This is an optimization exercise on Yosys and OpenROAD, whose aim is small area, not a production implementation. Only simulation tests tie the RTL to the original design; equivalence was not proved. No activity file was given, so power comes from the tool's default toggle rates. The clock port is modelled as an ideal driver; clocking choices that lean on that would not hold on a real chip.

==> design.v <==
module cic_filter #(
    parameter INPUT_WIDTH  = 5,
    parameter R            = 16,
    parameter N            = 15,
    parameter M            = 1,
    parameter INTERNAL_WIDTH = INPUT_WIDTH + N * $clog2(R*M)
)(
    input  wire                          clk,
    input  wire                          rst_n,
    input  wire                          in_valid,
    input  wire signed [INPUT_WIDTH-1:0] in_data,
    output reg                           out_valid,
    output wire signed [INTERNAL_WIDTH-1:0] out_data
);
    localparam W  = INTERNAL_WIDTH;    
    localparam NS = 3;                 
    localparam L  = N;                 
    localparam S0 = 22, S1 = 22, S2 = W - S0 - S1;
    function integer LO(input integer s);
        LO = (s == 0) ? 0 : (s == 1) ? S0 : S0 + S1;
    endfunction
    function integer SW(input integer s);
        SW = (s == 0) ? S0 : (s == 1) ? S1 : S2;
    endfunction
    genvar s, k;
    reg  [INPUT_WIDTH-1:0] xr;       
    reg  [NS-1:0] g;                 
    reg  [NS-1:0] gn;                
    reg  [NS-1:1] gsign;             
    reg  [3:0]    cnt;               
    wire ev0 = g[0] & (cnt == R-1);  
    reg  [NS-1:1] ev;                
    always @(posedge clk or negedge rst_n) begin
        if (!rst_n) begin
            xr <= 0;
            g <= 0;
            gn <= {NS{1'b1}};
            gsign <= 0;
            ev <= 0;
            cnt <= 0;
        end else begin
            xr <= in_valid ? in_data : {INPUT_WIDTH{1'b0}};
            g <= {g[NS-2:0], in_valid};
            gn <= {gn[NS-2:0], ~in_valid};
            gsign <= {gsign[NS-2:1], xr[INPUT_WIDTH-1]};
            ev <= {ev[NS-2:1], ev0};
            if (g[0]) cnt <= cnt + 1'b1;
        end
    end
    reg  [N*W-1:0]  integ;
    reg  [N*NS-1:0] icarry;    
    generate
        for (s = 0; s < NS; s = s + 1) begin : iseg
            for (k = 0; k < N; k = k + 1) begin : istage
                wire [SW(s)-1:0] addend;
                wire             cin;
                if (k == 0) begin : first
                    if (s == 0)
                        assign addend = {{(SW(0)-INPUT_WIDTH){xr[INPUT_WIDTH-1]}}, xr};
                    else
                        assign addend = {SW(s){gsign[s]}};
                end else begin : rest
                    assign addend = ~(integ[(k-1)*W+LO(s) +: SW(s)] | {SW(s){gn[s]}});
                end
                if (s == 0) begin : c0
                    assign cin = (k == 0) ? 1'b0 : g[0];
                end else begin : cn
                    assign cin = icarry[k*NS+s];
                end
                wire [SW(s):0] sum;
                cic_rca #(.WIDTH(SW(s))) add (.a(integ[k*W+LO(s) +: SW(s)]), .b(addend), .ci(cin), .s(sum));
                always @(posedge clk or negedge rst_n) begin
                    if (!rst_n) begin
                        integ[k*W+LO(s) +: SW(s)] <= 0;
                    end else begin
                        integ[k*W+LO(s) +: SW(s)] <= sum[SW(s)-1:0];
                    end
                end
                if (s < NS-1) begin : cout
                    always @(posedge clk or negedge rst_n) begin
                        if (!rst_n) icarry[k*NS+s+1] <= 1'b0;
                        else        icarry[k*NS+s+1] <= sum[SW(s)];
                    end
                end
            end
        end
    endgenerate
    reg [W-1:0] dlat;
    generate
        for (s = 0; s < NS; s = s + 1) begin : dseg
            wire le;
            if (s == 0) begin : l0
                assign le = ev0;
            end else begin : ln
                assign le = ev[s];
            end
            always @(posedge clk) begin
                if (le) dlat[LO(s) +: SW(s)] <= integ[(N-1)*W+LO(s) +: SW(s)];
            end
        end
    endgenerate
    reg [3:0] ph;         
    reg       dpend;      
    reg       busy;       
    reg       started;    
    wire step0  = (ph == 0) & dpend;
    wire proc0  = (ph == 0) ? dpend : busy;
    wire last0  = (ph == L-1) & busy;
    wire pre0   = ~started;
    always @(posedge clk or negedge rst_n) begin
        if (!rst_n) begin
            ph <= 0;
            dpend <= 0;
            busy <= 0;
            started <= 0;
        end else begin
            ph <= (ph == L-1) ? 4'd0 : ph + 1'b1;
            if (ev0) dpend <= 1'b1;
            else if (ph == 0) dpend <= 1'b0;
            if (ph == 0) busy <= dpend;
            else if (ph == L-1) busy <= 1'b0;
            if (step0) started <= 1'b1;
        end
    end
    reg [NS-1:1] step_d, proc_d, last_d, pre_d;
    always @(posedge clk or negedge rst_n) begin
        if (!rst_n) begin
            step_d <= 0; proc_d <= 0; last_d <= 0; pre_d <= {(NS-1){1'b1}};
        end else begin
            step_d  <= {step_d[NS-2:1],  step0};
            proc_d  <= {proc_d[NS-2:1],  proc0};
            last_d  <= {last_d[NS-2:1],  last0};
            pre_d   <= {pre_d[NS-2:1],   pre0};
        end
    end
    reg  [L*W-1:0] rp;    
    reg  [L*W-1:0] rq;    
    reg  [W-1:0] acc;           
    reg  [NS-1:1] ccarry;       
    wire [W-1:0] p_in;          
    wire [W-1:0] q_in;          
    wire [W-1:0] q_new;         
    generate
        for (s = 0; s < NS; s = s + 1) begin : cseg
            wire st, pr, la, pz, cin;
            if (s == 0) begin : c0
                assign st = step0; assign pr = proc0; assign la = last0; assign pz = pre0;
                assign cin = 1'b1;
            end else begin : cn
                assign st = step_d[s]; assign pr = proc_d[s]; assign la = last_d[s]; assign pz = pre_d[s];
                assign cin = ccarry[s];
            end
            wire [SW(s)-1:0] src  = st ? dlat[LO(s) +: SW(s)] : acc[LO(s) +: SW(s)];
            wire [SW(s)-1:0] pnot = ~rp[LO(s) +: SW(s)];
            wire [SW(s):0]   dif;
            cic_rca #(.WIDTH(SW(s))) sub (.a(src), .b(pnot), .ci(cin), .s(dif));
            assign p_in[LO(s) +: SW(s)] = pr ? src : pz ? {SW(s){1'b0}} : rp[LO(s) +: SW(s)];
            wire [SW(s)-1:0] qshift = proc0 ? rq[W+LO(s) +: SW(s)] :
                                      pre0  ? {SW(s){1'b0}} : rq[LO(s) +: SW(s)];
            if (s == 0) begin : q0
                assign q_in[LO(s) +: SW(s)]  = la ? dif[SW(s)-1:0] : qshift;
                assign q_new[LO(s) +: SW(s)] = {SW(s){1'b0}};
            end else begin : qn
                assign q_in[LO(s) +: SW(s)]  = qshift;
                assign q_new[LO(s) +: SW(s)] = la ? dif[SW(s)-1:0] : rq[(L-s)*W+LO(s) +: SW(s)];
            end
            always @(posedge clk) begin
                acc[LO(s) +: SW(s)] <= dif[SW(s)-1:0];
            end
            if (s < NS-1) begin : cout
                always @(posedge clk) ccarry[s+1] <= dif[SW(s)];
            end
        end
    endgenerate
    always @(posedge clk) begin
        rp <= {p_in, rp[L*W-1:W]};
    end
    generate
        for (k = 0; k < L; k = k + 1) begin : qpos
            for (s = 0; s < NS; s = s + 1) begin : qseg
                always @(posedge clk) begin
                    if (k == L-1)
                        rq[k*W+LO(s) +: SW(s)] <= q_in[LO(s) +: SW(s)];
                    else if (s > 0 && k == L-1-s)
                        rq[k*W+LO(s) +: SW(s)] <= q_new[LO(s) +: SW(s)];
                    else
                        rq[k*W+LO(s) +: SW(s)] <= rq[(k+1)*W+LO(s) +: SW(s)];
                end
            end
        end
    endgenerate
    wire step0_next = (ph == L-1) & (dpend | ev0);
    always @(posedge clk or negedge rst_n) begin
        if (!rst_n) out_valid <= 1'b0;
        else        out_valid <= step0_next;
    end
    assign out_data = rq[W-1:0];
endmodule
module cic_rca #(
    parameter WIDTH = 8
)(
    input  wire [WIDTH-1:0] a,
    input  wire [WIDTH-1:0] b,
    input  wire             ci,
    output wire [WIDTH:0]   s
);
    wire [WIDTH:0] c;
    assign c[0] = ci;
    genvar i;
    generate
        for (i = 0; i < WIDTH; i = i + 1) begin : fa
            assign s[i]   = a[i] ^ b[i] ^ c[i];
            assign c[i+1] = (a[i] & b[i]) | (a[i] & c[i]) | (b[i] & c[i]);
        end
    endgenerate
    assign s[WIDTH] = c[WIDTH];
endmodule
==> flow/run.sh <==
#!/bin/bash
# The standard layout (standard.sh), with two changes:
#  - clock tree synthesis uses larger sink clusters and adds no dummy loads;
#  - the port buffers are the smallest buffer cell.
# Each tool's full output is in the ORFS logs under orfs/logs; make's own
# output is in standard.log.
export CTS_ARGS="-sink_clustering_enable -repair_clock_nets -dont_use_dummy_load -buf_list sky130_fd_sc_hd__clkbuf_16 -sink_clustering_size 30 -sink_clustering_max_diameter 100"
export BUFFER_PORTS_ARGS="-buffer_cell sky130_fd_sc_hd__buf_1"
bash standard.sh > standard.log 2>&1
==> standard.sh <==
#!/bin/bash
# synth_recipe.tcl (not shown) runs the flow's synth.tcl, then flattens the netlist and writes it again
# the make line also repeats each setting of config.mk as NAME=value (left out here)
make -C /OpenROAD-flow-scripts/flow DESIGN_CONFIG=/design/flow/config.mk WORK_HOME=/design/flow/orfs CLKGATE_MAP_FILE= SYNTH_SCRIPT=/design/flow/synth_recipe.tcl "${@:-finish}"
==> config.mk <==
export PLATFORM = sky130hd
export DESIGN_NAME = cic_filter
export DESIGN_NICKNAME = cic_filter
export VERILOG_FILES = /design/flow/design.v
export SDC_FILE = /design/flow/constraint.sdc
export NUM_CORES = 4
export LEC_CHECK = 0
export CAP_MARGIN = 20
export CORE_MARGIN = 2
export CORE_UTILIZATION = 60
export CTS_BUF_LIST = sky130_fd_sc_hd__clkbuf_16
export SLEW_MARGIN = 20
==> constraint.sdc <==
create_clock -name core_clock -period 15.0 [get_ports {clk}]
set_input_delay 3.0000 -clock core_clock [delete_from_list [all_inputs] [get_ports {clk}]]
set_output_delay 3.0000 -clock core_clock [all_outputs]
set_load 0.01 [all_outputs]
==> impl_metrics.csv, run 1 <==
group,metric,value,unit
status,outcome,"complete, no violations",
drt,wl_per_cell,14.6,um
floorplan,num_io_pins,74,
global_route,grt_max_degree,186,
worst_hold_path,worstHoldStart,"rp[288]",
cells_and_area,area_delta_synth_final,5.23,%
cells_and_area,stdcell_area,103000,um^2
cells_and_area,fin_nets,7226,
clock_tree,cts.repair.resized,0,
timing,rsz0062_at_grt,"no",
yosys,synth_top_area_frac,0.412,
yosys,synth.avg_cell_area,15.8,um^2
timing,whs,284,ps
clock_tree,cts_tree,"done",
worst_setup_path,crit_family,"adder cells",
timing,maxSlewHeadroom,0.289,
worst_setup_path,critPathLaunchType,"register",
timing,finalSetupViolCount,0,
timing,max_clock_freq,87.6,MHz
yosys,yosysWarnings,1,
yosys,syn-cell-area,98000,um^2
clock_tree,numCtsBuffers,113,
yosys,synthAdderAreaFrac,0.209,
yosys,ys_top_cells_by_count,"dfxtp_1 (2017), dfrtp_1 (1033), fa_1 (1021), nor2_1 (883), inv_1 (374)",
global_route,antenna_found_initial,0,
timing,min_period,11410,ps
job,cap_viol_max_count,0,
placement,io_buffers,73,
yosys,synth.area.mux_share,0.00760,
clock_tree,cts_sinks,3120,
timing,worstMarginPinSlew,1070,ps
clock_tree,cts_htree_levels,3,
global_route,first_global_vias,41226,
yosys,synth_top_family_by_area,"adder cells",
drt,wirelength,122000,um
power,p_sw_frac,0.309,
yosys,synth_area_leaders,"dfxtp_1 (41%), dfrtp_1 (26%), fa_1 (21%)",
power,power_density,214,nW/um^2
worst_setup_path,worst-path-max-fanout,99,
clock_tree,cts_buffer_depth,3,
timing,hold_viol,0,
timing,fin_skew,53.0,ps
yosys,synth_xor_area_frac,0.00322,
worst_setup_path,worst_path_largest_cell_delay,980,ps
clock_tree,cts_setup_buffers,0,
worst_setup_path,critPathSlowestCell,"dfstp_4",
cells_and_area,diodes,0,
floorplan,core,162000,um^2
drt,first_iter_violations,2092,
cells_and_area,instances_no_fill,8366,
power,p_switching,0.00684,W
clock_tree,clk_latency,750,ps
power,leakage,44.6,nW
timing,tns,0,ps
floorplan,die_x,408,um
floorplan,start_util,0.603,
worst_setup_path,worst_path_most_repeated_cell,"fa_1",
yosys,synth_compound_area_frac,0.00860,
yosys,ys_seq_area_frac,0.697,
worst_hold_path,hp-class,"register to register",
worst_setup_path,worstPathArrival,12070,ps
drt,vias,38846,
drt,drc,0,
drt,avgViaCountPerCell,4.64,
cells_and_area,n_fill_cell,11890,
power,clkPwrFrac,0.164,
yosys,synth_cells,6193,
yosys,synth_fp_nets,7226,
placement,gp_congestion,0.714,
cells_and_area,drive_gt1_frac,0.0389,
yosys,async_flop_share,0.333,
yosys,synth-main-ff-cell,"dfxtp_1",
yosys,synth_cell_types,37,
yosys,synth_top_area_cell,"dfxtp_1",
worst_setup_path,crit_buf_inv,5,
drt,drtAntennaViolNets,0,
worst_setup_path,rr_startpoint,"gn[0]",
global_route,grt_pass1_wl,216000,um
timing,period_share,0.761,
clock_tree,root_buffer,"clkbuf_16",
floorplan,rows,148,
power,max-vdd-ir-drop,0.000124,V
worst_hold_path,holdPathEnd,"rp[223]",
worst_setup_path,required,15660,ps
clock_tree,postCtsHoldBufs,0,
yosys,synth_most_common_cell,"dfxtp_1",
timing,worst_slack,3590,ps
power,cell_internal_pwr,0.0153,W
placement,dpl.hpwl,80500,um
global_route,grt_use_total,0.160,
worst_hold_path,worstHoldPathCells,0,
placement,place_area,100000,um^2
yosys,synthSimpleGateAreaFrac,0.0489,
worst_setup_path,worstSetupEndpointType,"register",
worst_setup_path,worstRegToRegCells,28,
yosys,synth_seq_cells,3120,
clock_tree,cts.reportedPaths.clkPinSlew,110,ps
drt,dr.pass1.iters,5,
placement,dpl.cell_count,8252,
power,combPwrFrac,0.249,
worst_setup_path,timing.rr.end,"integ[476]",
global_route,grt-ovfl-total,0,
timing,drv_slew,0,
yosys,synth-edff-count,65,
placement,dp_worst_setup_slack,3480,ps
power,seq_power_share,0.587,
worst_setup_path,path_class,"register to register",
floorplan,design.die.area,167000,um^2
floorplan,die_y,408,um
worst_setup_path,rrSetupSlack,3590,ps
-- power by group through the flow --
| stage | sequential [W] | combinational [W] | clock [W] |
|---|---|---|---|
| after floorplan | 0.0128 | 0.00429 | 0 |
| after global placement | 0.0132 | 0.00526 | 0 |
| after detailed placement | 0.0133 | 0.00574 | 0 |
| after CTS | 0.0131 | 0.00577 | 0.00378 |
| after global routing | 0.0135 | 0.00684 | 0.00408 |
| final | 0.0130 | 0.00551 | 0.00362 |
-- layout make-up --
class | instances | area [um^2] | share of cell area
sequential | 3120 | 68300 | 0.662
clock buffer | 113 | 2830 | 0.0274
tap | 2175 | 2720 | 0.0264
multi-input combinational | 2477 | 27200 | 0.264
timing repair buffer | 106 | 641 | 0.00621
inverter | 375 | 1410 | 0.0137
-- kinds of logic after synthesis --
| logic type | count (synthesis) |
|---|---|
| DFF | 3120 |
| and+or+nand+nor | 1190 |
| adders and majority gates | 1025 |
| buffers and inverters | 596 |
| AOI/OAI and AO/OA | 153 |
| muxes | 73 |
| xor gates and xnor gates | 36 |
-- flip-flops by register name, indices dropped and copies added, names as in the netlist, 3 cells and up --
| signal | flops |
|---|---|
| integ | 975 |
| rp | 975 |
| rq | 975 |
| acc | 65 |
| dlat | 65 |
| icarry | 30 |
| xr | 5 |
| cnt | 4 |
| ph | 4 |
| gn | 3 |
-- layout by cell type (no fill, tap or decap), types with 65 or more instances in the layout --
master and count:
nor2_1 880, dfrtp_1 1031, dfxtp_1 2017, a21oi_1 78, or2_2 70, fa_1 1021, edfxtp_1 65, buf_1 72
nand3_1 84, clkbuf_16 113, inv_1 374, nand2_1 140
-- per-stage QoR --
step,utilization,total power [W]
floorplan,-,0.0171
global placement,0.617,0.0185
detailed placement,0.617,0.0190
CTS,0.635,0.0227
global route,0.635,0.0244
finish,0.635,0.0221
-- worst max path at each step --
stage / slack [ps] / cells past startpoint / to / start
after CTS: 3440 / 28 / integ[476] / gn[0]
after global placement: 3290 / 25 / integ[888] / gn[1]
final: 3590 / 28 / integ[476] / gn[0]
after global routing: 2930 / 28 / integ[801] / gn[0]
after floorplan: 4440 / 30 / integ[173] / gn[1]
after detailed placement: 3480 / 28 / integ[736] / gn[0]
-- routing by layer --
metal | share of wire | track usage | up-vias
met2 | 0.43 | 0.225 | 221
met5 | 0 | 0 | -
li1 | - | - | 18666
met4 | 0.018 | 0.0353 | 0
met1 | 0.53 | 0.270 | 19836
met3 | 0.026 | 0.0189 | 123
==> run 2: changes to the inputs <==
--- a/config.mk
+++ b/config.mk
@@ -7,6 +7,7 @@
 export LEC_CHECK = 0
 export CAP_MARGIN = 20
 export CORE_MARGIN = 2
-export CORE_UTILIZATION = 60
+export CORE_UTILIZATION = 70
 export CTS_BUF_LIST = sky130_fd_sc_hd__clkbuf_16
+export PLACE_DENSITY = 0.72
 export SLEW_MARGIN = 20
==> run 2 against run 1 <==
  * Fmax up 0.59%
  * Die area down 14%
  * Worst setup slack better by 67 ps
  * Combinational power up 2%
  * Clock power about the same
  * Sequential power about the same
  * Cell count down 3.6%
  * Area after synthesis unchanged
  * Core utilization up 10 points
  * Count of clock-buffer cells in the layout unchanged
  * Highest routed layer unchanged
==> impl_metrics.csv, run 2 <==
group,metric,value,unit
global_route,antenna_found_initial,0,
floorplan,die_x,378,um
timing,worstMarginPinSlew,1060,ps
timing,rsz0062_at_grt,"no",
worst_hold_path,holdPathEnd,"rp[861]",
power,max-vdd-ir-drop,0.000122,V
cells_and_area,fin_nets,7223,
worst_setup_path,worstRegToRegCells,26,
cells_and_area,final_common_cell,"dfxtp_1",
worst_setup_path,worstPathArrival,12010,ps
timing,max_clock_freq,88.2,MHz
yosys,yosysWarnings,1,
drt,avgViaCountPerCell,4.86,
worst_setup_path,timing.rr.end,"integ[151]",
placement,gp_congestion,0.738,
timing,drv_slew,0,
yosys,synth.avg_cell_area,15.8,um^2
clock_tree,cts_buffer_depth,3,
power,combPwrFrac,0.253,
cells_and_area,n_fill_cell,8502,
global_route,first_global_vias,42006,
timing,period_share,0.756,
clock_tree,cts.repair.resized,0,
power,leakage,44.6,nW
clock_tree,cts.reportedPaths.clkPinSlew,110,ps
yosys,synth_seq_cells,3120,
power,power_density,217,nW/um^2
job,cap_viol_max_count,0,
yosys,synth_area_leaders,"dfxtp_1 (41%), dfrtp_1 (26%), fa_1 (21%)",
worst_setup_path,critPathLaunchType,"register",
worst_setup_path,worst_path_largest_cell_delay,1310,ps
yosys,ys_seq_area_frac,0.697,
timing,tns,0,ps
yosys,synth_cell_types,37,
drt,wirelength,124000,um
clock_tree,numCtsBuffers,113,
power,p_sw_frac,0.311,
worst_setup_path,path_class,"register to register",
placement,dp_worst_setup_slack,3520,ps
power,cell_internal_pwr,0.0153,W
global_route,grt_max_degree,189,
yosys,synth-edff-count,65,
global_route,grt_pass1_wl,217000,um
worst_setup_path,worst_path_most_repeated_cell,"fa_1",
clock_tree,cts_setup_buffers,0,
placement,dpl.hpwl,83300,um
worst_setup_path,worst-path-max-fanout,119,
yosys,synth_fp_nets,7226,
worst_hold_path,hp-class,"register to register",
global_route,grt_use_total,0.191,
drt,drc,0,
drt,first_iter_violations,2243,
yosys,synth_top_area_frac,0.412,
cells_and_area,mostFrequentLayoutCells,"dfxtp_1 (2017), dfrtp_1 (1031), fa_1 (1021)",
floorplan,core,139000,um^2
global_route,grt-ovfl-total,0,
power,seq_power_share,0.586,
timing,worst_slack,3660,ps
drt,vias,39213,
placement,io_buffers,73,
timing,fin_skew,64.6,ps
yosys,ys_top_cells_by_count,"dfxtp_1 (2017), dfrtp_1 (1033), fa_1 (1021), nor2_1 (883), inv_1 (374)",
drt,drtAntennaViolNets,0,
worst_setup_path,crit_family,"adder cells",
worst_setup_path,critPathSlowestCell,"dfstp_4",
worst_setup_path,cp-startpoint,"gn[0]",
clock_tree,root_buffer,"clkbuf_16",
cells_and_area,drive_gt1_frac,0.0385,
floorplan,start_util,0.704,
worst_setup_path,rrSetupSlack,3660,ps
floorplan,rows,137,
yosys,syn-cell-area,98000,um^2
timing,maxSlewHeadroom,0.295,
cells_and_area,largestRegisters,"integ: 975 flops, rp: 975 flops, rq: 975 flops",
floorplan,design.die.area,143000,um^2
power,p_switching,0.00693,W
drt,wl_per_cell,15.3,um
worst_setup_path,rr_startpoint,"gn[0]",
drt,dr.pass1.iters,5,
yosys,synth_top_area_cell,"dfxtp_1",
power,clkPwrFrac,0.162,
yosys,async_flop_share,0.333,
clock_tree,postCtsHoldBufs,0,
yosys,synth_most_common_cell,"dfxtp_1",
status,outcome,"complete, no violations",
worst_hold_path,worstHoldStart,"rp[926]",
timing,min_period,11340,ps
yosys,synth_cells,6193,
clock_tree,clk_latency,770,ps
floorplan,die_y,378,um
clock_tree,cts_tree,"done",
yosys,synth-main-ff-cell,"dfxtp_1",
clock_tree,cts_htree_levels,3,
worst_hold_path,worstHoldPathCells,0,
worst_setup_path,required,15670,ps
floorplan,num_io_pins,74,
timing,hold_viol,0,
clock_tree,cts_sinks,3120,
cells_and_area,area_delta_synth_final,4.78,%
worst_setup_path,worstSetupEndpointType,"register",
worst_setup_path,crit_buf_inv,4,
timing,finalSetupViolCount,0,
[run 2: cell count changes in the layout (fill, tap and decap cells not counted)]
cell	previous run	this run
buf_12	6	5
buf_6	0	1
diode_2	0	3
buf_16	2	0
buf_4	25	24
[run 2: cell type report]
type,instances,area [um^2],area share
tap,1876,2350,0.0229
sequential,3120,68300,0.665
timing repair buffer,103,569,0.00554
multi-input combinational,2477,27200,0.265
inverter,375,1410,0.0137
clock buffer,113,2830,0.0275
antenna,3,7.51,0.0000731
[run 2: cell families after synthesis]
family                   Yosys count  share of synthesized area
flip-flops                      3120                      0.697
AND/OR/NAND/NOR                 1190                     0.0489
adder cells (fa/ha/maj)         1025                      0.209
buffers and inverters            596                     0.0256
AO/OA/AOI/OAI                    153                    0.00860
multiplexers                      73                    0.00760
XOR/XNOR                          36                    0.00322
[run 2: routing by layer]
layer  vias up  share of wire  track usage
met5         -              0            0
met4         0          0.018       0.0407
met3       122          0.026       0.0218
met2       271           0.45        0.278
met1     20137           0.51        0.317
li1      18683              -            -
[run 2: worst register-to-register path: stages (launching register included)]
cell and delay [ps]:
dfstp_4 1310, buf_4 800, or2_2 320, fa_1 160
inv_1 50, fa_1 420, fa_1 430, fa_1 420
fa_1 420, fa_1 430, fa_1 420, fa_1 430
fa_1 440, fa_1 440, fa_1 430, fa_1 430
fa_1 420, fa_1 430, fa_1 450, fa_1 430
fa_1 430, fa_1 420, fa_1 420, fa_1 390
inv_1 80, fa_1 410, inv_1 60
[run 2: stage by stage]
stage                     total power, W  cell area [um^2]  instances   util  hold WS (ps)
final                             0.0223            103000       8067  0.738           278
after global routing              0.0244            103000       8064  0.738           293
after CTS                         0.0227            103000       8064  0.738           283
after detailed placement          0.0192             99900       7951  0.717           312
after global placement            0.0184             99900       7951  0.717           310
after floorplan                   0.0171             98000       6193      -           310
[run 2: worst max-delay path by stage]
stage / endpoint / slack [ps] / cells past startpoint
after floorplan: integ[173] / 4440 / 30
after CTS: integ[628] / 3480 / 28
after global routing: integ[628] / 3040 / 28
final: integ[151] / 3660 / 26
after detailed placement: integ[151] / 3520 / 26
after global placement: integ[151] / 3680 / 26
[run 2: power groups by stage]
stage	combinational, W	clock (W)	sequential, W
2_1_floorplan	0.00429	0	0.0128
3_3_place_gp	0.00519	0	0.0132
3_5_place_dp	0.00583	0	0.0133
4_1_cts	0.00587	0.00372	0.0131
5_1_grt	0.00692	0.00400	0.0135
6_report	0.00563	0.00360	0.0130
==> run 3: changes to the inputs <==
==> flow/run.sh (replaced) <==
#!/bin/bash
# The standard layout (standard.sh), with two changes:
#  - clock tree synthesis uses larger sink clusters and adds no dummy loads;
#  - the port buffers are the smallest buffer cell.
# Each tool's full output is in the ORFS logs under orfs/logs; make's own
# output is in standard.log.
export CTS_ARGS="-sink_clustering_enable -repair_clock_nets -dont_use_dummy_load -buf_list sky130_fd_sc_hd__clkbuf_16 -sink_clustering_size 30 -sink_clustering_max_diameter 80"
export BUFFER_PORTS_ARGS="-buffer_cell sky130_fd_sc_hd__buf_1"
bash standard.sh > standard.log 2>&1
--- a/config.mk
+++ b/config.mk
@@ -7,7 +7,7 @@
 export LEC_CHECK = 0
 export CAP_MARGIN = 20
 export CORE_MARGIN = 2
-export CORE_UTILIZATION = 70
+export CORE_UTILIZATION = 75
 export CTS_BUF_LIST = sky130_fd_sc_hd__clkbuf_16
-export PLACE_DENSITY = 0.72
+export PLACE_DENSITY = 0.8
 export SLEW_MARGIN = 20
==> run 3 against run 2 <==
  * Still clean
  * Area after synthesis is the same
  * Sequential share of layout area about the same
  * Die area is 6.6% lower
==> impl_metrics.csv, run 3 <==
group,metric,value,unit
clock_tree,cts_setup_buffers,0,
placement,io_buffers,73,
drt,wirelength,141000,um
worst_hold_path,hp-class,"register to register",
clock_tree,cts_htree_levels,3,
cells_and_area,fin_nets,7233,
yosys,synth.avg_cell_area,15.8,um^2
worst_setup_path,critPathSlowestCell,"dfstp_4",
yosys,synth_cell_types,37,
worst_setup_path,worst_path_largest_cell_delay,1120,ps
status,outcome,"complete, no violations",
floorplan,design.die.area,134000,um^2
global_route,grt_use_total,0.230,
timing,min_period,11630,ps
worst_setup_path,crit_family,"adder cells",
floorplan,start_util,0.756,
timing,rsz0062_at_grt,"no",
cells_and_area,largestRegisters,"integ: 975 flops, rp: 975 flops, rq: 975 flops",
timing,finalSetupViolCount,0,
cells_and_area,n_fill_cell,6812,
timing,max_clock_freq,86.0,MHz
timing,fin_skew,114,ps
power,finalPower,0.0227,W
yosys,synth_area_leaders,"dfxtp_1 (41%), dfrtp_1 (26%), fa_1 (21%)",
yosys,synth_seq_cells,3120,
yosys,synth_top_area_cell,"dfxtp_1",
cells_and_area,regArea,68300,um^2
yosys,synth-main-ff-cell,"dfxtp_1",
drt,dr.pass1.iters,5,
placement,dp_worst_setup_slack,3430,ps
worst_setup_path,rrSetupSlack,3370,ps
placement,gp_congestion,0.740,
clock_tree,root_buffer,"clkbuf_16",
placement,dpl.cell_count,7818,
drt,drtAntennaViolNets,0,
job,cap_viol_max_count,0,
worst_setup_path,worst_path_most_repeated_cell,"fa_1",
clock_tree,cts.repair.resized,0,
cells_and_area,multi_input_area,27200,um^2
yosys,ys_top_cells_by_count,"dfxtp_1 (2017), dfrtp_1 (1033), fa_1 (1021), nor2_1 (883), inv_1 (374)",
drt,wl_per_cell,17.7,um
cells_and_area,drive_gt1_frac,0.0397,
worst_setup_path,path_class,"register to register",
floorplan,rows,132,
yosys,ys_seq_area_frac,0.697,
power,leakage,44.7,nW
drt,avgViaCountPerCell,5.10,
power,max-vdd-ir-drop,0.000139,V
timing,hold_viol,0,
clock_tree,cts.reportedPaths.clkPinSlew,110,ps
global_route,grt_pass1_wl,239000,um
drt,first_iter_violations,2459,
cells_and_area,diodes,0,
drt,vias,40505,
yosys,syn-cell-area,98000,um^2
cells_and_area,instances_no_fill,7940,
cells_and_area,area_delta_synth_final,4.84,%
yosys,synth-edff-count,65,
placement,dpl.hpwl,90000,um
cells_and_area,final_common_cell,"dfxtp_1",
timing,worst_slack,3370,ps
worst_setup_path,required,15670,ps
worst_setup_path,critPathLaunchType,"register",
floorplan,die_y,365,um
floorplan,core,130000,um^2
timing,period_share,0.775,
global_route,first_global_vias,45200,
floorplan,num_io_pins,74,
clock_tree,cts_buffer_depth,3,
clock_tree,postCtsHoldBufs,0,
worst_setup_path,crit_buf_inv,5,
yosys,yosysWarnings,1,
worst_setup_path,worstPathArrival,12300,ps
yosys,synth_top_area_frac,0.412,
timing,tns,0,ps
yosys,async_flop_share,0.333,
global_route,grt_max_degree,200,
worst_setup_path,worst-path-max-fanout,85,
floorplan,die_x,365,um
global_route,grt-ovfl-total,0,
drt,drc,0,
yosys,synth_most_common_cell,"dfxtp_1",
timing,maxSlewHeadroom,0.273,
yosys,synth_cells,6193,
clock_tree,cts_sinks,3120,
clock_tree,cts_tree,"done",
timing,worstMarginPinSlew,1090,ps
clock_tree,clk_latency,810,ps
yosys,synth_fp_nets,7226,
global_route,antenna_found_initial,3,
worst_setup_path,worstSetupEndpointType,"register",
power,power_density,221,nW/um^2
cells_and_area,mostFrequentLayoutCells,"dfxtp_1 (2017), dfrtp_1 (1031), fa_1 (1021)",
timing,drv_slew,0,
clock_tree,numCtsBuffers,120,
-- run 3: cell types whose count changed in the layout (fill, tap and decap cells not counted), sizes merged --
cell and delta:
buf +3, clkbuf +7, diode -3
-- run 3: where the power goes --
group / internal, W / leakage, nW / switching (W)
sequential: 0.0114 / 29.3 / 0.00168
combinational: 0.00262 / 13.9 / 0.00325
clock: 0.00143 / 1.48 / 0.00229
total: 0.0155 / 44.7 / 0.00722
-- run 3: layer usage --
metal | GRT usage | vias up | share of wire
li1 | - | 18687 | -
met1 | 0.349 | 21201 | 0.46
met2 | 0.369 | 430 | 0.50
met3 | 0.0298 | 185 | 0.027
met4 | 0.0513 | 2 | 0.023
met5 | 0 | - | 0.000064
-- run 3: final timing paths --
kind	to	from	cells past startpoint
setup / recovery	integ[953]	gn[1]	28
hold reg to reg	rp[269]	rp[334]	0
min in group asynchronous	started	rst_n	1
hold / removal	rp[269]	rp[334]	0
setup reg to reg	integ[953]	gn[1]	28
max in group asynchronous	integ[464]	rst_n	4
-- run 3: kinds of logic (layout without fill, tap and decap cells) --
kind of cell / after synthesis / count (layout) / synth area share
DFF: 3120 / 3120 / 0.697
xor gates and xnor gates: 36 / 36 / 0.00322
buffers and inverters: 596 / 601 / 0.0256
and+or+nand+nor: 1190 / 1190 / 0.0489
adders and majority gates: 1025 / 1025 / 0.209
AOI/OAI and AO/OA: 153 / 153 / 0.00860
muxes: 73 / 73 / 0.00760
-- run 3: layout make-up --
class / instances / share of cell area
Inverter: 375 / 0.0137
Timing Repair Buffer: 106 / 0.00610
Multi-Input combinational cell: 2477 / 0.265
Tap cell: 1742 / 0.0212
Clock buffer: 120 / 0.0292
Sequential cell: 3120 / 0.665
-- run 3: stage by stage --
stage / hold WS [ps] / instance area (um^2) / utilization
global route: 270 / 103000 / 0.793
detailed placement: 312 / 99700 / 0.769
floorplan: 310 / 98000 / -
finish: 263 / 103000 / 0.793
global placement: 309 / 99700 / 0.769
CTS: 258 / 103000 / 0.792
==> run 4: changes to the inputs <==
==> flow/run.sh (replaced) <==
#!/bin/bash
# The standard layout (standard.sh), with two changes:
#  - clock tree synthesis uses larger sink clusters and adds no dummy loads;
#  - the port buffers are the smallest buffer cell.
# Each tool's full output is in the ORFS logs under orfs/logs; make's own
# output is in standard.log.
export CTS_ARGS="-sink_clustering_enable -repair_clock_nets -dont_use_dummy_load -buf_list sky130_fd_sc_hd__clkbuf_8 -sink_clustering_size 20 -sink_clustering_max_diameter 60"
export BUFFER_PORTS_ARGS="-buffer_cell sky130_fd_sc_hd__buf_1"
bash standard.sh > standard.log 2>&1
--- a/config.mk
+++ b/config.mk
@@ -7,7 +7,9 @@
 export LEC_CHECK = 0
 export CAP_MARGIN = 20
 export CORE_MARGIN = 2
-export CORE_UTILIZATION = 75
-export CTS_BUF_LIST = sky130_fd_sc_hd__clkbuf_16
-export PLACE_DENSITY = 0.8
+export CORE_UTILIZATION = 70
+export CTS_BUF_LIST = sky130_fd_sc_hd__clkbuf_8
+export GPL_ROUTABILITY_DRIVEN = 0
+export GPL_TIMING_DRIVEN = 0
+export PLACE_DENSITY = 0.72
 export SLEW_MARGIN = 20
==> run 4 against run 3 <==
  * Still clean on timing, DRC and antenna
  * Worst setup slack worse by 160 ps
  * Count of clock-buffer cells in the layout is 68 higher
  * Die area is 7.1% higher
  * Global-route usage down 1.5 points
  * Area after synthesis did not move
  * Routed wire length fell by 0.50%
  * Sequential share of layout area fell by 0.85 points
  * Fmax decreased by 1.3%
  * Critical path type unchanged
  * Critical endpoint is now integ[238]
==> impl_metrics.csv, run 4 <==
group,metric,value,unit
floorplan,design.die.area,143000,um^2
worst_setup_path,worstRegToRegCells,30,
timing,drv_slew,0,
power,seq_power_share,0.585,
global_route,first_global_vias,45456,
drt,first_iter_violations,1456,
yosys,synth_cell_types,37,
yosys,ys_seq_area_frac,0.697,
worst_setup_path,worstSetupEndpointType,"register",
cells_and_area,n_fill_cell,8596,
floorplan,die_x,378,um
clock_tree,cts.repair.resized,0,
global_route,gr-usage-met3,0.0343,
clock_tree,numCtsBuffers,188,
power,power_density,214,nW/um^2
drt,vias,40913,
global_route,grt_pass1_wl,238000,um
floorplan,start_util,0.704,
worst_setup_path,critPathLaunchType,"register",
power,clkPwrFrac,0.152,
power,leakage,45.3,nW
cells_and_area,final_util,0.748,
worst_setup_path,cp-startpoint,"gn[1]",
timing,finalSetupViolCount,0,
yosys,synth_seq_cells,3120,
clock_tree,postCtsHoldBufs,0,
floorplan,die_y,378,um
worst_setup_path,timing.rr.end,"integ[238]",
global_route,grt_use_total,0.216,
drt,drc,0,
floorplan,rows,137,
timing,whs,268,ps
drt,wirelength,140000,um
yosys,synth_top_area_cell,"dfxtp_1",
timing,min_period,11790,ps
yosys,synth-main-ff-cell,"dfxtp_1",
timing,tns,0,ps
clock_tree,cts.reportedPaths.clkPinSlew,110,ps
worst_setup_path,path_depth,30,
cells_and_area,area_delta_synth_final,6.18,%
floorplan,core,139000,um^2
yosys,synth-edff-count,65,
worst_setup_path,worstPathArrival,12610,ps
yosys,synth_cells,6193,
drt,wl_per_cell,16.7,um
cells_and_area,drive_gt1_frac,0.0621,
worst_hold_path,worstHoldPathCells,0,
timing,worstMarginPinSlew,980,ps
cells_and_area,mostFrequentLayoutCells,"dfxtp_1 (2017), dfrtp_1 (1029), fa_1 (1021)",
global_route,grt-ovfl-total,0,
yosys,synth_area_leaders,"dfxtp_1 (41%), dfrtp_1 (26%), fa_1 (21%)",
worst_hold_path,holdPathEnd,"rp[839]",
yosys,synth_top_area_frac,0.412,
worst_setup_path,required,15820,ps
worst_setup_path,crit_buf_inv,7,
cells_and_area,final_common_cell,"dfxtp_1",
worst_setup_path,path_class,"register to register",
timing,hold_viol,0,
placement,dpl.hpwl,106000,um
clock_tree,cts_htree_levels,4,
drt,drtAntennaViolNets,0,
power,max-vdd-ir-drop,0.000127,V
worst_setup_path,worst_path_most_repeated_cell,"fa_1",
yosys,syn-cell-area,98000,um^2
global_route,grt_max_degree,35,
clock_tree,root_buffer,"clkbuf_8",
clock_tree,cts_sinks,3120,
clock_tree,clk_latency,950,ps
global_route,met1_usage,0.332,
worst_setup_path,rr_startpoint,"gn[1]",
global_route,busiest_layer,"met1",
timing,max_clock_freq,84.8,MHz
worst_hold_path,hp-class,"register to register",
cells_and_area,regArea,68300,um^2
status,outcome,"complete, no violations",
worst_setup_path,worst_path_largest_cell_delay,780,ps
yosys,yosysWarnings,1,
cells_and_area,fin_nets,7527,
power,cell_internal_pwr,0.0152,W
timing,period_share,0.786,
floorplan,num_io_pins,74,
clock_tree,cts_setup_buffers,0,
job,cap_viol_max_count,0,
clock_tree,cts_buffer_depth,3,
placement,io_buffers,73,
yosys,synth_fp_nets,7226,
yosys,synth.avg_cell_area,15.8,um^2
yosys,async_flop_share,0.333,
timing,rsz0062_at_grt,"no",
cells_and_area,largestRegisters,"integ: 975 flops, rp: 975 flops, rq: 975 flops",
power,p_switching,0.00707,W
worst_setup_path,worst-path-max-fanout,10,
worst_hold_path,worstHoldStart,"rp[904]",
global_route,grt_util_met2,0.330,
worst_setup_path,crit_family,"adder cells",
global_route,antenna_found_initial,4,
yosys,synth_most_common_cell,"dfxtp_1",
worst_setup_path,rrSetupSlack,3210,ps
drt,avgViaCountPerCell,4.89,
worst_setup_path,critPathSlowestCell,"clkbuf_1",
power,p_sw_frac,0.318,
yosys,ys_top_cells_by_count,"dfxtp_1 (2017), dfrtp_1 (1033), fa_1 (1021), nor2_1 (883), inv_1 (374)",
power,combPwrFrac,0.262,
timing,fin_skew,81.8,ps
drt,dr.pass1.iters,6,
clock_tree,cts_tree,"done",
timing,maxSlewHeadroom,0.347,
cells_and_area,multi_input_area,27200,um^2
==> run 4: logic make-up (layout without fill, tap and decap cells) <==
| kind of cell | after synthesis | count (layout) | share of synthesized area |
|---|---|---|---|
| DFF | 3120 | 3120 | 0.697 |
| and+or+nand+nor | 1190 | 1190 | 0.0489 |
| adders and majority gates | 1025 | 1025 | 0.209 |
| buffers and inverters | 596 | 895 | 0.0256 |
| AOI/OAI and AO/OA | 153 | 153 | 0.00860 |
| muxes | 73 | 73 | 0.00760 |
| xor gates and xnor gates | 36 | 36 | 0.00322 |
| other | 0 | 2 | 0 |
==> run 4: metal layers <==
metal	vias to the layer above	routed length, um
met3	207	4430
met5	-	0
met2	405	65200
li1	19257	-
met4	0	3160
met1	21044	67000
==> run 4: power groups by stage <==
stage	Clock [W]	Combinational, W	Sequential [W]
final	0.00339	0.00584	0.0130
after global routing	0.00381	0.00706	0.0135
after CTS	0.00352	0.00606	0.0131
after detailed placement	0	0.00602	0.0133
after global placement	0	0.00529	0.0132
after floorplan	0	0.00429	0.0128
==> run 4: per-stage QoR <==
step	instance area [um^2]	worst slack [ps]	cells	total power, W
2_1_floorplan	98000	4440	6193	0.0171
3_3_place_gp	101000	-42980	8142	0.0185
3_5_place_dp	101000	3130	8180	0.0193
4_1_cts	104000	3070	8368	0.0227
5_1_grt	104000	2620	8369	0.0244
6_report	104000	3210	8370	0.0223
==> run 4: worst max path at each step <==
stage / slack (ps) / endpoint
after global routing: 2620 / integ[953]
after CTS: 3070 / integ[238]
final: 3210 / integ[238]
after global placement: -42980 / out_valid
after floorplan: 4440 / integ[173]
after detailed placement: 3130 / integ[953]
==> run 4: worst reg2reg max path, delay by kind of cell, from the launching register on <==
family / cells / cell delay [ps]
fa+ha+maj: 22 / 9100
simple gates: 1 / 160
buf+inv: 7 / 1820
flops: 1 / 610
==> run 4: final cells by class <==
class	instances	share of cell area
clock buffers	188	0.0249
multi-input cells	2477	0.261
well taps	1876	0.0226
diodes	2	0.0000481
plain buffers	221	0.0106
repair buffers	111	0.0106
flip-flops and latches	3120	0.656
inverters	375	0.0135
==> run 5: changes to the inputs <==
--- a/config.mk
+++ b/config.mk
@@ -9,7 +9,5 @@
 export CORE_MARGIN = 2
 export CORE_UTILIZATION = 70
 export CTS_BUF_LIST = sky130_fd_sc_hd__clkbuf_8
-export GPL_ROUTABILITY_DRIVEN = 0
-export GPL_TIMING_DRIVEN = 0
 export PLACE_DENSITY = 0.72
 export SLEW_MARGIN = 20
==> run 5 against run 4 <==
  * Still clean on timing, DRC and antenna
  * Area after synthesis unchanged
  * Cell area decreased by 1.6%
  * Non-clock buffer count decreased by 229
  * Cell count decreased by 2.7%
  * Register-to-register slack improved by 400 ps
  * Sequential share of layout area increased by 1.0 points
  * First-iteration DRC count increased by 41%
  * Clock skew decreased by 3.1 ps
  * Die area unchanged
  * Global-route usage decreased by 2.4 points
  * Critical path depth decreased by 4
  * Highest routed layer unchanged
==> impl_metrics.csv, run 5 <==
group,metric,value,unit
status,outcome,"complete, no violations",
timing,finalSetupViolCount,0,
yosys,synth.avg_cell_area,15.8,um^2
clock_tree,numCtsBuffers,187,
timing,worstMarginPinSlew,1070,ps
timing,hold_viol,0,
worst_setup_path,worstSetupEndpointType,"register",
yosys,synth_seq_cells,3120,
power,max-vdd-ir-drop,0.000103,V
drt,wl_per_cell,15.2,um
cells_and_area,final_common_cell,"dfxtp_1",
yosys,synth-main-ff-cell,"dfxtp_1",
floorplan,design.die.area,143000,um^2
timing,drv_slew,0,
power,clkPwrFrac,0.153,
yosys,synth_fp_nets,7226,
cells_and_area,regArea,68300,um^2
clock_tree,postCtsHoldBufs,0,
clock_tree,cts_setup_buffers,0,
cells_and_area,fin_nets,7297,
job,cap_viol_max_count,0,
floorplan,core,139000,um^2
worst_setup_path,timing.rr.end,"integ[151]",
placement,dpl.cell_count,7951,
worst_setup_path,worstRegToRegCells,26,
power,seq_power_share,0.592,
yosys,synth_area_leaders,"dfxtp_1 (41%), dfrtp_1 (26%), fa_1 (21%)",
clock_tree,cts_tree,"done",
clock_tree,cts.repair.resized,0,
global_route,grt_max_degree,189,
power,leakage,44.5,nW
timing,fin_skew,78.7,ps
cells_and_area,multi_input_area,27200,um^2
yosys,synth_top_area_frac,0.412,
floorplan,rows,137,
clock_tree,clk_latency,900,ps
clock_tree,cts_sinks,3120,
yosys,ys_top_cells_by_count,"dfxtp_1 (2017), dfrtp_1 (1033), fa_1 (1021), nor2_1 (883), inv_1 (374)",
worst_setup_path,path_class,"register to register",
yosys,synth-edff-count,65,
drt,drc,0,
worst_setup_path,rrSetupSlack,3610,ps
drt,drtAntennaViolNets,0,
yosys,synth_cells,6193,
clock_tree,root_buffer,"clkbuf_8",
timing,maxSlewHeadroom,0.288,
yosys,synth_cell_types,37,
worst_setup_path,rr_startpoint,"gn[0]",
worst_hold_path,holdPathEnd,"rq[701]",
timing,rsz0062_at_grt,"no",
worst_setup_path,worst-path-max-fanout,119,
floorplan,die_x,378,um
cells_and_area,instances_no_fill,8140,
global_route,grt_use_total,0.192,
placement,dpl.hpwl,83300,um
cells_and_area,area_delta_synth_final,4.52,%
clock_tree,cts.reportedPaths.clkPinSlew,110,ps
clock_tree,cts_htree_levels,4,
yosys,yosysWarnings,1,
drt,avgViaCountPerCell,4.87,
placement,io_buffers,73,
yosys,async_flop_share,0.333,
drt,wirelength,123000,um
timing,period_share,0.759,
worst_setup_path,required,15830,ps
yosys,syn-cell-area,98000,um^2
worst_setup_path,critPathLaunchType,"register",
floorplan,die_y,378,um
yosys,synth_most_common_cell,"dfxtp_1",
timing,max_clock_freq,87.8,MHz
floorplan,start_util,0.704,
timing,min_period,11390,ps
power,power_density,215,nW/um^2
worst_hold_path,hp-class,"register to register",
power,p_switching,0.00693,W
global_route,grt-ovfl-total,0,
cells_and_area,mostFrequentLayoutCells,"dfxtp_1 (2017), dfrtp_1 (1031), fa_1 (1021)",
drt,first_iter_violations,2052,
yosys,synth_top_area_cell,"dfxtp_1",
power,p_sw_frac,0.315,
placement,dp_worst_setup_slack,3520,ps
cells_and_area,drive_gt1_frac,0.0498,
clock_tree,cts_buffer_depth,3,
timing,worst_slack,3610,ps
drt,dr.pass1.iters,5,
power,cell_internal_pwr,0.0151,W
cells_and_area,largestRegisters,"integ: 975 flops, rp: 975 flops, rq: 975 flops",
timing,tns,0,ps
worst_setup_path,worstPathArrival,12210,ps
worst_hold_path,worstHoldStart,"rq[766]",
global_route,grt_pass1_wl,217000,um
drt,vias,39607,
global_route,antenna_found_initial,1,
placement,gp_congestion,0.738,
power,combPwrFrac,0.255,
floorplan,num_io_pins,74,
cells_and_area,n_fill_cell,8583,
global_route,first_global_vias,42392,
yosys,ys_seq_area_frac,0.697,
worst_hold_path,worstHoldPathCells,0,
-- run 5: power groups by stage --
stage	Clock (W)	Combinational, W	Sequential, W
2_1_floorplan	0	0.00429	0.0128
3_3_place_gp	0	0.00519	0.0132
3_5_place_dp	0	0.00583	0.0133
4_1_cts	0.00353	0.00586	0.0131
5_1_grt	0.00381	0.00691	0.0135
6_report	0.00338	0.00562	0.0130
-- run 5: cell families (layout without fill, tap and decap cells) --
group / count (synthesis) / count (layout) / synth area share
flops: 3120 / 3120 / 0.697
simple gates: 1190 / 1190 / 0.0489
fa+ha+maj: 1025 / 1025 / 0.209
buf+inv: 596 / 665 / 0.0256
compound gates: 153 / 153 / 0.00860
mux: 73 / 73 / 0.00760
xor+xnor: 36 / 36 / 0.00322
other cells: 0 / 2 / 0
-- run 5: critical path, stage by stage (launching register included) --
cell and delay, ps:
dfstp_4 1320, buf_4 740, or2_2 240, fa_1 160, inv_1 50, fa_1 420, fa_1 430, fa_1 420
fa_1 420, fa_1 430, fa_1 420, fa_1 430, fa_1 430, fa_1 450, fa_1 430, fa_1 430
fa_1 420, fa_1 430, fa_1 450, fa_1 430, fa_1 430, fa_1 420, fa_1 420, fa_1 390
inv_1 80, fa_1 410, inv_1 60
-- run 5: routing by layer --
| layer | vias up | wire length, um | GRT usage |
|---|---|---|---|
| li1 | 18793 | - | - |
| met1 | 20282 | 62400 | 0.314 |
| met2 | 362 | 54800 | 0.274 |
| met3 | 170 | 3720 | 0.0302 |
| met4 | 0 | 2550 | 0.0493 |
| met5 | - | 0 | 0 |
-- run 5: final cells by class --
| class | count | area share |
|---|---|---|
| Multi-Input combinational cell | 2477 | 0.266 |
| Sequential cell | 3120 | 0.667 |
| Inverter | 375 | 0.0138 |
| Clock buffer | 187 | 0.0251 |
| Timing Repair Buffer | 103 | 0.00556 |
| Antenna cell | 2 | 0.0000489 |
| Tap cell | 1876 | 0.0229 |
-- run 5: worst max-delay path by stage --
stage | start | end | slack, ps | cells after the start
2_1_floorplan | gn[1] | integ[173] | 4440 | 30
3_3_place_gp | gn[0] | integ[151] | 3680 | 26
3_5_place_dp | gn[0] | integ[151] | 3520 | 26
4_1_cts | gn[0] | integ[151] | 3470 | 26
5_1_grt | gn[0] | integ[151] | 3040 | 26
6_report | gn[0] | integ[151] | 3610 | 26
-- run 5: stage by stage --
stage / hold slack (ps) / total power (W) / util / area, um^2
floorplan: 310 / 0.0171 / - / 98000
global placement: 310 / 0.0184 / 0.717 / 99900
detailed placement: 312 / 0.0192 / 0.717 / 99900
CTS: 274 / 0.0225 / 0.736 / 102000
global route: 279 / 0.0242 / 0.736 / 102000
finish: 278 / 0.0220 / 0.736 / 102000
==> run 6: changes to the inputs <==
--- a/design.v
+++ b/design.v
@@ -47,7 +47,9 @@
             if (g[0]) cnt <= cnt + 1'b1;
         end
     end
-    reg  [N*W-1:0]  integ;
+    localparam [N*W-1:0] IMASK = 975'h60000280000800003000014000040000180000a0000200000c00005000010000060000280000800003000014000040000180000a0000200000c00005000010000060000280000800003000014000040000180000a0000200000c00005000010000060000280000800003000014000040000180000600000;
+    reg  [N*W-1:0]  istore;
+    wire [N*W-1:0]  integ = istore ^ IMASK;
     reg  [N*NS-1:0] icarry;    
     generate
         for (s = 0; s < NS; s = s + 1) begin : iseg
@@ -71,9 +73,9 @@
                 cic_rca #(.WIDTH(SW(s))) add (.a(integ[k*W+LO(s) +: SW(s)]), .b(addend), .ci(cin), .s(sum));
                 always @(posedge clk or negedge rst_n) begin
                     if (!rst_n) begin
-                        integ[k*W+LO(s) +: SW(s)] <= 0;
+                        istore[k*W+LO(s) +: SW(s)] <= IMASK[k*W+LO(s) +: SW(s)];
                     end else begin
-                        integ[k*W+LO(s) +: SW(s)] <= sum[SW(s)-1:0];
+                        istore[k*W+LO(s) +: SW(s)] <= sum[SW(s)-1:0] ^ IMASK[k*W+LO(s) +: SW(s)];
                     end
                 end
                 if (s < NS-1) begin : cout
@@ -150,7 +152,7 @@
                 assign st = step_d[s]; assign pr = proc_d[s]; assign la = last_d[s]; assign pz = pre_d[s];
                 assign cin = ccarry[s];
             end
-            wire [SW(s)-1:0] src  = st ? dlat[LO(s) +: SW(s)] : acc[LO(s) +: SW(s)];
+            wire [SW(s)-1:0] src  = st ? dlat[LO(s) +: SW(s)] : ~acc[LO(s) +: SW(s)];
             wire [SW(s)-1:0] pnot = ~rp[LO(s) +: SW(s)];
             wire [SW(s):0]   dif;
             cic_rca #(.WIDTH(SW(s))) sub (.a(src), .b(pnot), .ci(cin), .s(dif));
@@ -165,7 +167,7 @@
                 assign q_new[LO(s) +: SW(s)] = la ? dif[SW(s)-1:0] : rq[(L-s)*W+LO(s) +: SW(s)];
             end
             always @(posedge clk) begin
-                acc[LO(s) +: SW(s)] <= dif[SW(s)-1:0];
+                acc[LO(s) +: SW(s)] <= ~dif[SW(s)-1:0];
             end
             if (s < NS-1) begin : cout
                 always @(posedge clk) ccarry[s+1] <= dif[SW(s)];
==> run 6 against run 5 <==
  * Area after synthesis is 0.60% lower
  * Critical endpoint is now istore[238]
  * Sequential power hardly changed
  * Combinational power is 4.4% lower
  * Power is 0.89% lower
  * Fmax is 0.42% lower
  * Die area is 0.59% lower
  * Via count is 0.28% lower
  * Register-to-register slack worse by 50 ps
  * Cell area is 0.58% lower
==> impl_metrics.csv, run 6 <==
group,metric,value,unit
timing,drv_slew,0,
worst_setup_path,critPathLaunchType,"register",
cells_and_area,multi_input_area,27200,um^2
placement,io_buffers,73,
yosys,synth.avg_cell_area,16.0,um^2
yosys,synth_cell_types,36,
timing,max_clock_freq,87.5,MHz
worst_setup_path,worst_path_most_repeated_cell,"fa_1",
drt,wirelength,124000,um
cells_and_area,n_fill_cell,8520,
global_route,grt_max_degree,262,
timing,finalSetupViolCount,0,
worst_hold_path,hp-class,"register to register",
yosys,syn-cell-area,97400,um^2
clock_tree,root_buffer,"clkbuf_8",
cells_and_area,area_delta_synth_final,4.53,%
timing,rsz0062_at_grt,"no",
yosys,synth-edff-count,65,
timing,period_share,0.762,
timing,maxSlewHeadroom,0.317,
cells_and_area,largestRegisters,"istore: 975 flops, rp: 975 flops, rq: 975 flops",
timing,worst_slack,3570,ps
worst_setup_path,rrSetupSlack,3570,ps
clock_tree,cts_htree_levels,4,
drt,dr.pass1.iters,5,
timing,hold_viol,0,
worst_setup_path,path_depth,28,
yosys,synth_top_area_cell,"dfxtp_1",
timing,whs,274,ps
worst_setup_path,path_class,"register to register",
power,power_density,214,nW/um^2
power,combPwrFrac,0.246,
drt,vias,39496,
yosys,async_flop_share,0.333,
worst_setup_path,worstRegToRegCells,28,
clock_tree,cts_buffer_depth,3,
timing,fin_skew,73.1,ps
global_route,first_global_vias,42311,
yosys,synth_area_leaders,"dfxtp_1 (41%), dfrtp_1 (25%), fa_1 (21%)",
clock_tree,cts_setup_buffers,0,
worst_setup_path,cp-endpoint,"istore[238]",
placement,dp_worst_setup_slack,3500,ps
worst_setup_path,worstPathArrival,12240,ps
power,max-vdd-ir-drop,0.000114,V
global_route,antenna_found_initial,4,
power,p_sw_frac,0.311,
clock_tree,numCtsBuffers,189,
drt,wl_per_cell,15.6,um
yosys,ys_seq_area_frac,0.702,
yosys,ys_top_cells_by_count,"dfxtp_1 (2017), fa_1 (1021), dfrtp_1 (959), nor2_1 (907), inv_1 (198)",
power,cell_internal_pwr,0.0150,W
drt,routed.top_layer,"met4",
worst_setup_path,timing.rr.end,"istore[238]",
cells_and_area,final_common_cell,"dfxtp_1",
yosys,yosysWarnings,1,
drt,drtAntennaViolNets,0,
global_route,grt_pass1_wl,218000,um
floorplan,rows,136,
timing,worstMarginPinSlew,1020,ps
placement,gp_congestion,0.762,
cells_and_area,regArea,68400,um^2
clock_tree,clk_latency,940,ps
worst_setup_path,required,15800,ps
yosys,synth_most_common_cell,"dfxtp_1",
power,seq_power_share,0.599,
cells_and_area,fin_nets,7172,
floorplan,core,138000,um^2
clock_tree,postCtsHoldBufs,0,
floorplan,design.die.area,142000,um^2
worst_setup_path,critPathSlowestCell,"dfstp_4",
drt,wl_met1,62400,um
yosys,synth_fp_nets,7105,
yosys,synth-main-ff-cell,"dfxtp_1",
clock_tree,cts_tree,"done",
status,outcome,"complete, no violations",
global_route,grt-ovfl-total,0,
drt,first_iter_violations,2361,
yosys,synth_cells,6072,
worst_setup_path,cp-startpoint,"gn[1]",
drt,avgViaCountPerCell,4.98,
power,clkPwrFrac,0.155,
placement,dpl.hpwl,82800,um
drt,wl_met2,54700,um
timing,tns,0,ps
floorplan,start_util,0.707,
global_route,grt_use_total,0.193,
cells_and_area,drive_gt1_frac,0.0512,
cells_and_area,mostFrequentLayoutCells,"dfxtp_1 (2017), fa_1 (1021), dfrtp_1 (958)",
worst_setup_path,worst-path-max-fanout,156,
worst_setup_path,worst_path_largest_cell_delay,900,ps
worst_setup_path,crit_buf_inv,5,
clock_tree,cts.repair.resized,0,
drt,drc,0,
worst_setup_path,rr_startpoint,"gn[1]",
floorplan,die_y,377,um
job,cap_viol_max_count,0,
yosys,synth_seq_cells,3120,
power,leakage,43.4,nW
worst_setup_path,crit_family,"adder cells",
clock_tree,cts.reportedPaths.clkPinSlew,110,ps
drt,dr_wl_met3,3910,um
floorplan,num_io_pins,74,
power,p_switching,0.00680,W
worst_setup_path,worstSetupEndpointType,"register",
yosys,synth_top_area_frac,0.414,
clock_tree,cts_sinks,3120,
timing,min_period,11430,ps
floorplan,die_x,377,um
[run 6: cell count changes after synthesis, moves of 7 or more]
| cell | delta |
|---|---|
| a21oi_1 | +58 |
| clkbuf_1 | +11 |
| dfrtp_1 | -74 |
| dfstp_2 | +74 |
| inv_1 | -176 |
| mux2_2 | -7 |
| mux2i_1 | -41 |
| nand2b_1 | +68 |
| nor2_1 | +24 |
| or2_2 | -67 |
[run 6: kinds of logic after synthesis]
| kind of cell | after synthesis | share of synthesized area |
|---|---|---|
| adder cells (fa/ha/maj) | 1025 | 0.210 |
| multiplexers | 25 | 0.00262 |
| buffers and inverters | 428 | 0.0192 |
| AND/OR/NAND/NOR | 1222 | 0.0506 |
| flip-flops | 3120 | 0.702 |
| AO/OA/AOI/OAI | 216 | 0.0119 |
| XOR/XNOR | 36 | 0.00324 |
[run 6: power by group through the flow]
stage	Sequential (W)	Clock [W]	Combinational, W
floorplan	0.0129	0	0.00404
global placement	0.0132	0	0.00489
detailed placement	0.0134	0	0.00555
CTS	0.0132	0.00354	0.00560
global route	0.0135	0.00383	0.00657
finish	0.0131	0.00339	0.00537
[run 6: layer usage]
| metal | vias to the layer above | GRT usage |
|---|---|---|
| li1 | 18599 | - |
| met3 | 186 | 0.0299 |
| met5 | - | 0 |
| met4 | 0 | 0.0519 |
| met1 | 20321 | 0.319 |
| met2 | 390 | 0.273 |
[run 6: per-stage QoR]
step / std cells / util / total power (W) / cell area [um^2]
floorplan: 6072 / - / 0.0169 / 97400
global route: 7932 / 0.739 / 0.0240 / 102000
detailed placement: 7739 / 0.719 / 0.0189 / 99100
CTS: 7928 / 0.738 / 0.0223 / 102000
finish: 7933 / 0.739 / 0.0218 / 102000
global placement: 7739 / 0.719 / 0.0181 / 99100
[run 6: area by class of cell]
cell class	count	area share
clock buffer	189	0.0255
timing repair buffer	105	0.00641
multi-input combinational	2524	0.267
tap	1794	0.0220
sequential	3120	0.672
inverter	199	0.00735
antenna	2	0.0000491
[run 6: worst min path at each step]
| stage | from | end | cells after the start |
|---|---|---|---|
| final | rp[138] | rp[73] | 0 |
| after global placement | rp[270] | rp[205] | 0 |
| after detailed placement | rp[322] | rp[257] | 0 |
| after CTS | rp[915] | rp[850] | 0 |
| after floorplan | rp[65] | rp[0] | 0 |
| after global routing | rp[138] | rp[73] | 0 |
==> run 7: changes to the inputs <==
==> flow/run.sh (replaced) <==
#!/bin/bash
# The standard layout (standard.sh), with two changes:
#  - clock tree synthesis uses larger sink clusters and adds no dummy loads;
#  - the port buffers are the smallest buffer cell.
# Each tool's full output is in the ORFS logs under orfs/logs; make's own
# output is in standard.log.
export CTS_ARGS="-sink_clustering_enable -repair_clock_nets -dont_use_dummy_load -buf_list sky130_fd_sc_hd__clkbuf_8 -sink_clustering_size 18 -sink_clustering_max_diameter 45"
export BUFFER_PORTS_ARGS="-buffer_cell sky130_fd_sc_hd__buf_1"
bash standard.sh > standard.log 2>&1
==> run 7 against run 6 <==
  * Still clean on timing, DRC and antenna
  * Via count up 0.47%
  * Clock skew increased by 59 ps
  * Routed wire length barely moved
  * Register-to-register slack worse by 20 ps
  * Critical endpoint is now istore[173]
==> impl_metrics.csv, run 7 <==
group,metric,value,unit
placement,dpl.hpwl,82800,um
timing,rsz0062_at_grt,"no",
clock_tree,postCtsHoldBufs,0,
floorplan,num_io_pins,74,
timing,tns,0,ps
clock_tree,numCtsBuffers,225,
job,cap_viol_max_count,0,
timing,maxSlewHeadroom,0.308,
global_route,grt_pass1_wl,219000,um
global_route,grt_use_total,0.193,
power,leakage,43.7,nW
worst_setup_path,worst_path_largest_cell_delay,900,ps
worst_setup_path,worst_path_most_repeated_cell,"fa_1",
worst_setup_path,rrSetupSlack,3550,ps
timing,hold_viol,0,
timing,worst_slack,3550,ps
drt,drtAntennaViolNets,0,
yosys,synth_cell_types,36,
clock_tree,root_buffer,"clkbuf_8",
drt,first_iter_violations,2287,
worst_hold_path,worstHoldStart,"rp[538]",
status,outcome,"complete, no violations",
cells_and_area,mostFrequentLayoutCells,"dfxtp_1 (2017), fa_1 (1021), dfrtp_1 (958)",
worst_setup_path,worstSetupEndpointType,"register",
yosys,syn-cell-area,97400,um^2
global_route,first_global_vias,42708,
worst_setup_path,worstPathArrival,12200,ps
drt,vias,39682,
drt,avgViaCountPerCell,4.98,
power,power_density,216,nW/um^2
timing,fin_skew,132,ps
cells_and_area,drive_gt1_frac,0.0567,
yosys,synth-edff-count,65,
cells_and_area,fin_nets,7208,
yosys,synth.avg_cell_area,16.0,um^2
floorplan,die_x,377,um
global_route,grt-ovfl-total,0,
timing,finalSetupViolCount,0,
drt,wl_per_cell,15.6,um
yosys,synth_area_leaders,"dfxtp_1 (41%), dfrtp_1 (25%), fa_1 (21%)",
yosys,ys_top_cells_by_count,"dfxtp_1 (2017), fa_1 (1021), dfrtp_1 (959), nor2_1 (907), inv_1 (198)",
power,finalPower,0.0221,W
worst_setup_path,cp-startpoint,"gn[1]",
floorplan,core,138000,um^2
timing,min_period,11450,ps
drt,dr.pass1.iters,4,
yosys,synth_most_common_cell,"dfxtp_1",
timing,worstMarginPinSlew,1040,ps
worst_setup_path,required,15750,ps
yosys,synth_top_area_frac,0.414,
cells_and_area,largestRegisters,"istore: 975 flops, rp: 975 flops, rq: 975 flops",
yosys,yosysWarnings,1,
clock_tree,cts.reportedPaths.clkPinSlew,100,ps
clock_tree,cts_sinks,3120,
worst_hold_path,hp-class,"register to register",
clock_tree,cts.repair.resized,0,
worst_setup_path,critPathSlowestCell,"dfstp_4",
cells_and_area,stdcell_area,102000,um^2
floorplan,start_util,0.707,
worst_setup_path,worstRegToRegCells,28,
clock_tree,cts_setup_buffers,0,
floorplan,die_y,377,um
clock_tree,cts_htree_levels,4,
drt,drc,0,
cells_and_area,area_delta_synth_final,5.05,%
clock_tree,clk_latency,930,ps
yosys,synth_seq_cells,3120,
floorplan,design.die.area,142000,um^2
cells_and_area,final_common_cell,"dfxtp_1",
placement,io_buffers,73,
yosys,synth_fp_nets,7105,
placement,gp_congestion,0.762,
yosys,synth_top_area_cell,"dfxtp_1",
placement,place_area,99100,um^2
drt,wirelength,124000,um
worst_setup_path,timing.rr.end,"istore[173]",
power,max-vdd-ir-drop,0.000112,V
global_route,antenna_found_initial,4,
clock_tree,cts_tree,"done",
timing,period_share,0.763,
yosys,synth_cells,6072,
worst_setup_path,rr_startpoint,"gn[1]",
worst_setup_path,critPathLaunchType,"register",
worst_hold_path,holdPathEnd,"rp[473]",
yosys,synth-main-ff-cell,"dfxtp_1",
worst_hold_path,worstHoldPathCells,0,
timing,drv_slew,0,
yosys,async_flop_share,0.333,
yosys,ys_seq_area_frac,0.702,
global_route,grt_max_degree,262,
worst_setup_path,worst-path-max-fanout,157,
worst_setup_path,path_class,"register to register",
timing,max_clock_freq,87.3,MHz
floorplan,rows,136,
clock_tree,cts_buffer_depth,3,
placement,dp_worst_setup_slack,3500,ps
[run 7: layout make-up]
type / instances / area [um^2]
Multi-Input combinational cell: 2524 / 27200
Timing Repair Buffer: 105 / 653
Sequential cell: 3120 / 68400
Tap cell: 1794 / 2240
Fill cell: 8441 / 35500
Inverter: 199 / 748
Clock buffer: 225 / 3100
Antenna cell: 3 / 7.51
[run 7: worst max-delay path by stage]
stage / endpoint / cells after the start
2_1_floorplan: istore[151] / 29
3_3_place_gp: istore[108] / 27
3_5_place_dp: istore[498] / 27
4_1_cts: istore[173] / 27
5_1_grt: istore[303] / 28
6_report: istore[173] / 28
[run 7: critical path, delay by kind of cell, from the launching register on]
family	cells	cell delay (ps)
fa+ha+maj	22	9090
flops	1	900
buf+inv	5	1090
simple gates	1	140
[run 7: metrics by stage]
stage                     utilization  hold slack, ps  cells
after floorplan                     -             310   6072
after CTS                       0.742             233   7964
after detailed placement        0.719             312   7739
final                           0.742             238   7970
after global routing            0.742             226   7968
after global placement          0.719             310   7739
[run 7: layer usage]
metal | global-route usage | part of all wire | wire length, um
met1 | 0.316 | 0.50 | 62100
met2 | 0.274 | 0.44 | 54900
met3 | 0.0329 | 0.033 | 4050
met4 | 0.0530 | 0.024 | 2950
met5 | 0 | 0 | 0
[run 7: power by group]
group / switching, W / internal (W)
clock network: 0.00230 / 0.00133
registers: 0.00162 / 0.0115
logic: 0.00292 / 0.00245
total: 0.00683 / 0.0152
[run 7: logic make-up after synthesis]
group | Yosys count | share of synthesized area
xor+xnor | 36 | 0.00324
compound gates | 216 | 0.0119
mux | 25 | 0.00262
fa+ha+maj | 1025 | 0.210
flops | 3120 | 0.702
simple gates | 1222 | 0.0506
buf+inv | 428 | 0.0192

==> port drivers added, routing unchanged <==
The flow's constraints put no driver on any port. The routed layouts listed below were extracted and timed again, unchanged, in two steps.
Step 1, drivers: a clkbuf_16 drives clk and a buf_2 each remaining input, both assumed.
Step 2 moves the port delays by t, midway between the first and last clock arrival at a register: inputs arrive t later, outputs are due t later. That takes back most of the time a late clock gives input paths.
a / b / c = ideal ports / drivers / drivers and shift; a / b = the first two.
run | t (ns) | slack for setup (ns) | latest minus earliest clock arrival (ns)
run 1 | 0.801 | 3.590 / 3.590 / 3.590 | 0.057 / 0.058
run 2 | 0.800 | 3.657 / 3.657 / 3.657 | 0.076 / 0.076
run 3 | 0.821 | 3.370 / 3.370 / 3.370 | 0.141 / 0.141
run 4 | 0.958 | 3.213 / 3.213 / 3.213 | 0.134 / 0.133
run 5 | 0.946 | 3.614 / 3.614 / 3.614 | 0.109 / 0.109
run 6 | 0.953 | 3.567 / 3.567 / 3.567 | 0.112 / 0.112
run 7 | 0.928 | 3.551 / 3.551 / 3.551 | 0.150 / 0.149
After both steps setup and hold are still met in every run listed.
